Background: an optimization exercise with open tools, aiming at small area and a short achievable clock period. Do not read the settings as production practice. Function was checked by simulation only, so behaviour that the tests miss may differ from the original.

Setup of run A:
## CS
module CS(Y, X, reset, clk);
input clk, reset;
input  [7:0] X;
output [9:0] Y;
reg [11:0] v [0:8];      
reg [8:0]  vld;          
reg [11:0] S;            
reg [8:0]  sel;          
reg [80:0] c;            
integer i, j;
wire [7:0]  u8 = (v[8][7:0] * 8'd57) & {8{vld[8]}};
wire [11:0] P  = S - {4'd0, u8};           
wire [11:0] Sn, vx;
wire [8:0]  seln;
wire [8:1]  cn0;
CS_next u_next (
    .X(X), .P(P),
    .v0(v[0]), .v1(v[1]), .v2(v[2]), .v3(v[3]), .v4(v[4]), .v5(v[5]), .v6(v[6]), .v7(v[7]),
    .vld({vld[7:0], ~reset}), .c(c), .Sn(Sn), .vx(vx), .cn0(cn0), .seln(seln));
always @(posedge clk or posedge reset) begin
    if (reset) begin
        vld <= 9'd0;
        S   <= 12'd0;
    end else begin
        vld <= {vld[7:0], 1'b1};
        S   <= Sn;
    end
end
always @(posedge clk) begin
    v[0] <= vx;
    for (i = 0; i < 8; i = i + 1) v[i+1] <= v[i];
    sel <= seln;
    c[8:0] <= {cn0, 1'b0};
    for (i = 1; i < 9; i = i + 1)
        for (j = 0; j < 9; j = j + 1)
            if (j > i) c[i*9+j] <= c[(i-1)*9+j-1];
            else       c[i*9+j] <= 1'b0;
end
CS_out u_out (
    .S(S), .sel(sel),
    .v0(v[0]), .v1(v[1]), .v2(v[2]), .v3(v[3]), .v4(v[4]), .v5(v[5]), .v6(v[6]), .v7(v[7]), .v8(v[8]),
    .Y(Y));
endmodule
Size in the first run: roughly 830 cells after synthesis, roughly 0.0081 mm2 of cells after synthesis.
==> flow/config.mk <==
export PLATFORM = sky130hd
export DESIGN_NAME = CS
export DESIGN_NICKNAME = CS
export VERILOG_FILES = /design/flow/design.v
export SDC_FILE = /design/flow/constraint.sdc
export NUM_CORES = 4
export LEC_CHECK = 0
export CAP_MARGIN = 20
export CORE_MARGIN = 2
export CORE_UTILIZATION = 40
export CTS_BUF_LIST = sky130_fd_sc_hd__clkbuf_8
export CTS_CLUSTER_DIAMETER = 100
export CTS_CLUSTER_SIZE = 20
export SLEW_MARGIN = 20
export TNS_END_PERCENT = 5
==> flow/constraint.sdc <==
create_clock -name core_clock -period 20.0 [get_ports {clk}]
set_input_delay 4.0000 -clock core_clock [delete_from_list [all_inputs] [get_ports {clk}]]
set_output_delay 4.0000 -clock core_clock [all_outputs]
set_load 0.01 [all_outputs]
standard.sh (not shown) runs the stock make flow with config.mk's settings and CLKGATE_MAP_FILE= SYNTH_SCRIPT=/design/flow/synth_recipe.tcl, a recipe that flattens the netlist after the stock synthesis.
==> flow/flow/run.sh <==
#!/bin/bash
# The standard flow's own layout (standard.sh), with the synthesis of flow/my_synth.tcl: no
# adder-cell extraction before abc; abc maps the logic between X and the next
# window (module CS_next) and between the registers and Y (module CS_out) with
# flow/abc_fast.script and the rest with flow/abc.script; then the design is
# flattened as in the standard flow's synthesis.
# Ports are buffered with buf_2 cells instead of the delay buffers buffer_ports picks.
# The resizer's timing repair aims for 12.3 ns of setup slack (a 7.7 ns period).
set -euo pipefail
here=$(pwd)
export ABC_SCRIPT_FILE=$here/flow/abc.script
export ABC_FAST_SCRIPT_FILE=$here/flow/abc_fast.script
export FAST_MODULES="CS_next CS_out"
bash standard.sh SYNTH_SCRIPT=$here/flow/my_synth.tcl "SYNTH_KEEP_MODULES=CS_next CS_out" \
  "BUFFER_PORTS_ARGS=-buffer_cell sky130_fd_sc_hd__buf_2" \
  SETUP_SLACK_MARGIN=12.3 finish > standard.log 2>&1
==> flow/flow/abc.script <==
strash
ifraig
scorr
dc2
dretime
strash
&get -n
&dch -f
&nf {D}
&put
==> flow/flow/abc_fast.script <==
strash
dc2
&get -n
&dch
&nf
&put
topo
buffer -p
upsize -D 1800
dnsize -D 1800
==> flow/flow/my_synth.tcl <==
# The standard flow's synthesis (synth_recipe.tcl) with these changes: no full/half adder cells
# are extracted before abc; abc maps with flow/abc.script; and the modules named
# in FAST_MODULES (kept apart until then by SYNTH_KEEP_MODULES) are mapped by abc
# with flow/abc_fast.script. The design is flattened afterwards as the standard flow's is.
proc synth {args} { yosys synth -nofsm -noshare {*}$args }
proc extract_fa {args} { puts "extract_fa skipped" }
proc abc_with_script {args script} {
  set out {}
  set skip 0
  foreach a $args {
    if {$skip} { set skip 0; continue }
    if {$a eq "-script"} { lappend out -script $script; set skip 1; continue }
    lappend out $a
  }
  return $out
}
proc abc {args} {
  set fast {}
  if {[info exists ::env(FAST_MODULES)]} { set fast $::env(FAST_MODULES) }
  if {$fast ne ""} {
    set fa [abc_with_script $args $::env(ABC_FAST_SCRIPT_FILE)]
    puts "abc (fast): $fa $fast"
    yosys abc {*}$fa {*}$fast
    set na [abc_with_script $args $::env(ABC_SCRIPT_FILE)]
    puts "abc (rest): $na $::env(DESIGN_NAME)"
    yosys abc {*}$na $::env(DESIGN_NAME)
  } else {
    set na [abc_with_script $args $::env(ABC_SCRIPT_FILE)]
    yosys abc {*}$na
  }
}
source $::env(SCRIPTS_DIR)/synth.tcl
# left out here: clear keep_hierarchy, flatten, clean up, hide names made inside functions, write 1_2_yosys.v
Looking at the reports, run A completed the entire flow and the layout it produced met the timing, DRC and antenna checks.
What run B does differently from run A at the input level:
- clearing TNS_END_PERCENT, which used to be 5
--- a/flow/flow/run.sh
+++ b/flow/flow/run.sh
@@ -8 +8 @@
-# The resizer's timing repair aims for 12.3 ns of setup slack (a 7.7 ns period).
+# The resizer's timing repair aims for 12.3 ns of setup slack (a 7.699999999999999 ns period).
[summary]
- Status: total number of vias parity (run B, run A)
- From run A to run B, sum of buffers and inverters on the critical path did not move at all.
- Max freq run A -> run B: improved
- From run A to run B the numbers moved as follows: detailed-route wire length on metal 1 about even; design area rose 0.81%; setup slack rose 0.072 ns; sequential share of layout area fell 0.31 points; sum of negative setup slack about even.
- Comparing run A and run B, the lower layout overhead on the synthesized area is on run A.
- Per the comparison of run B with run A, longest individual stage delay on the worst path higher, core utilization higher.
--- input diff run B..run C ---
- PLACE_DENSITY now 0.7, previously not set
--- a/flow/flow/run.sh
+++ b/flow/flow/run.sh
@@ -8 +8 @@
-# The resizer's timing repair aims for 12.3 ns of setup slack (a 7.699999999999999 ns period).
+# The resizer's timing repair aims for 12.3 ns of setup slack (a 7.7 ns period).
Taking run B as the reference, in run C worst setup slack went up by 0.013 ns, core utilization decreased by 0.17 points relative to the old numbers.
Summary of run C over run B: total number of vias now sits lower, fmax stayed essentially flat, critical path depth has increased.
> inputs changed (run C -> run D)
- clearing PLACE_DENSITY, which used to be 0.7
--- a/flow/flow/run.sh
+++ b/flow/flow/run.sh
@@ -8 +7,0 @@
-# The resizer's timing repair aims for 12.3 ns of setup slack (a 7.7 ns period).
@@ -15,2 +14 @@
-  "BUFFER_PORTS_ARGS=-buffer_cell sky130_fd_sc_hd__buf_2" \
-  SETUP_SLACK_MARGIN=12.3 finish > standard.log 2>&1
+  "BUFFER_PORTS_ARGS=-buffer_cell sky130_fd_sc_hd__buf_2" finish > standard.log 2>&1
==> comparison <==
Synthesis-to-layout area growth: run D vs run C down 1.5 points. As far as final setup violation count goes, run C and run D are indistinguishable; the numbers are identical. On met3 track utilization from global routing, run C tracks run D almost exactly. Looking at slowest cell on the critical path, the dfxtp_1 result is from run D; the o21ai_2 one comes from run C. In the flow results for run D and run C, the clock skew is smaller on run C. Routed wire length deteriorates in run D relative to run C.
#### Input delta (run E over run D)
--- a/flow/flow/run.sh
+++ b/flow/flow/run.sh
@@ -7,0 +8 @@
+# The resizer's timing repair aims for 12.8 ns of setup slack (a 7.2 ns period).
@@ -14 +15,2 @@
-  "BUFFER_PORTS_ARGS=-buffer_cell sky130_fd_sc_hd__buf_2" finish > standard.log 2>&1
+  "BUFFER_PORTS_ARGS=-buffer_cell sky130_fd_sc_hd__buf_2" \
+  SETUP_SLACK_MARGIN=12.8 finish > standard.log 2>&1
Findings:
Core util | run E vs run D | run E higher
From run D to run E the numbers moved as follows: worst setup slack has increased.
Run E and run D ended up with nearly the same met3 layer wire length in the routed design.
The flow did not stop early for run E: all stages ran, and the layout cleared the timing, DRC and antenna checks.
For run F, these inputs were changed with respect to run E:
- an added TNS_END_PERCENT of 0
--- a/flow/flow/run.sh
+++ b/flow/flow/run.sh
@@ -8 +8 @@
-# The resizer's timing repair aims for 12.8 ns of setup slack (a 7.2 ns period).
+# The resizer's timing repair aims for 12.3 ns of setup slack (a 7.7 ns period).
@@ -16 +16 @@
-  SETUP_SLACK_MARGIN=12.8 finish > standard.log 2>&1
+  SETUP_SLACK_MARGIN=12.3 finish > standard.log 2>&1
Per the comparison of run F with run E, wire length after detailed routing shrank by about 4%; area of the mapped netlist comparable. Measured against run F, the final standard cell area without fillers of run E comes out at 1.06 times the reference value. Of run E and run F, the higher flip-flop and latch share of the layout cell area belongs to run F. Going from run E to run F, the slew at the pin closest to its max-slew limit was found to have gone down by 0.016 ns. Worst hold slack of run E is on par with run F. Run E has a lower share of the clock period used by the worst path after layout than run F.


Another version of the RTL of CS (not shown whole).
Size in the first run: ~770 cells after synthesis, about 20 I/O pins.
export LEC_CHECK = 0
export CAP_MARGIN = 20
export CORE_MARGIN = 2
export CORE_UTILIZATION = 40
export CTS_BUF_LIST = sky130_fd_sc_hd__clkbuf_8
export CTS_CLUSTER_DIAMETER = 100
export CTS_CLUSTER_SIZE = 20
export SLEW_MARGIN = 20
create_clock -name core_clock -period 20.0 [get_ports {clk}]
==> flow/flow/run.sh <==
#!/bin/bash
# The standard flow's own layout (standard.sh), with the synthesis of flow/my_synth.tcl: no
# adder-cell extraction before abc; abc maps the logic that completes the next
# window from X (module CS_next) with flow/abc_fast.script and the rest with
# flow/abc.script; then the design is flattened as in the standard flow's synthesis.
# Ports are buffered with buf_2 cells instead of the delay buffers buffer_ports picks.
set -euo pipefail
here=$(pwd)
export ABC_SCRIPT_FILE=$here/flow/abc.script
export ABC_FAST_SCRIPT_FILE=$here/flow/abc_fast.script
export FAST_MODULES=CS_next
bash standard.sh SYNTH_SCRIPT=$here/flow/my_synth.tcl SYNTH_KEEP_MODULES=CS_next "BUFFER_PORTS_ARGS=-buffer_cell sky130_fd_sc_hd__buf_2" finish > standard.log 2>&1
==> flow/flow/abc_fast.script <==
strash
dc2
&get -n
&dch
&nf
&put
Scripts as last shown in full above: flow/flow/abc.script, flow/flow/my_synth.tcl
The baseline went through all stages and came out clean.
Then changed:
--- a/flow/flow/run.sh
+++ b/flow/flow/run.sh
@@ -5,3 +5,2 @@
 # flow/abc.script; then the design is flattened as in the standard flow's synthesis.
-# Ports are buffered with buf_2 cells instead of the delay buffers buffer_ports picks.
 set -euo pipefail
@@ -11,2 +10,2 @@
 export FAST_MODULES=CS_next
-bash standard.sh SYNTH_SCRIPT=$here/flow/my_synth.tcl SYNTH_KEEP_MODULES=CS_next "BUFFER_PORTS_ARGS=-buffer_cell sky130_fd_sc_hd__buf_2" finish > standard.log 2>&1
+bash standard.sh SYNTH_SCRIPT=$here/flow/my_synth.tcl SYNTH_KEEP_MODULES=CS_next finish > standard.log 2>&1
CORE_UTILIZATION = 70   (was 40)
PLACE_DENSITY = 0.8   (was default)
What happened: Wire length went up by 1.1%. Core utilization went up by 32 points. Non-clock buffer count went down by 7. Cell area went down by 1.5%. Area after synthesis stays the same. Count of clock-buffer cells in the layout went up by 1. Final cell count went down by 12%. Setup slack degrades by 0.71 ns. Flip-flop and latch count stays the same.
Then changed:
CORE_UTILIZATION = 40   (was 70)
CTS_BUF_LIST = default   (was sky130_fd_sc_hd__clkbuf_8)
CTS_CLUSTER_DIAMETER = default   (was 100)
CTS_CLUSTER_SIZE = default   (was 20)
PLACE_DENSITY = default   (was 0.8)
Outcome: Die area is higher by 72%; final area is higher by 4.3%; routed wire length is lower by 1.5%; global-route usage is lower by 18 points; clock-buffer cell count is lower by 1; area after synthesis stays the same; synthesized cell count stays the same; non-clock buffer count is higher by 5; register-to-register slack improved by 0.37 ns; clock skew is lower by 0.0088 ns.
Then changed:
CTS_BUF_LIST = sky130_fd_sc_hd__clkbuf_8   (was default)
CTS_CLUSTER_DIAMETER = 100   (was default)
CTS_CLUSTER_SIZE = 20   (was default)
Outcome: Routed wire length is about the same; area after synthesis stays the same; setup slack gets better by 0.053 ns; design area decreases by 2.1%; sequential share of layout area increases by 0.86 points; die area is unchanged; count of clock-buffer cells in the layout stays the same; global-route usage increases by 0.14 points.

[port drivers added, routing unchanged]
In the flow no input, the clock included, has a driving cell. The finished layouts below were timed again as built, in two steps. Step 1 (the two cells are an assumption about what drives the block):
set clk [get_ports {clk}]
set_driving_cell -lib_cell sky130_fd_sc_hd__clkbuf_16 $clk
set_driving_cell -lib_cell sky130_fd_sc_hd__buf_2 [delete_from_list [all_inputs] $clk]
Step 2 also shifts input and output timing later by t, the mid clock arrival at the registers, as if the neighbouring blocks saw the same clock. a / b / c = ideal / step 1 / step 2; a / b = the first two.
| run | t (ns) | setup slack, ns | latest minus earliest clock arrival (ns) |
|---|---|---|---|
| run A | 0.510 | 12.381 / 12.341 / 12.027 | 0.018 / 0.018 |
| run B | 0.508 | 12.453 / 12.414 / 12.041 | 0.017 / 0.017 |
| run C | 0.513 | 12.466 / 12.432 / 11.973 | 0.015 / 0.014 |
| run D | 0.512 | 12.000 / 11.961 / 11.664 | 0.018 / 0.018 |
| run E | 0.510 | 12.687 / 12.648 / 12.345 | 0.017 / 0.017 |
| run F | 0.510 | 12.381 / 12.341 / 12.027 | 0.018 / 0.018 |
| the first run of note 2 | 0.517 | 11.959 / 11.982 / 11.465 | 0.013 / 0.012 |
| the second run of note 2 | 0.503 | 11.250 / 11.262 / 10.759 | 0.019 / 0.018 |
| the third run of note 2 | 0.474 | 11.337 / 11.350 / 10.877 | 0.011 / 0.011 |
| the fourth run of note 2 | 0.512 | 11.390 / 11.401 / 10.889 | 0.015 / 0.015 |
After both steps every run listed still meets setup and hold. For the fourth run of note 2, which loses most, drivers alone change the setup slack by +0.011 ns; drivers and shift together by -0.501 ns.
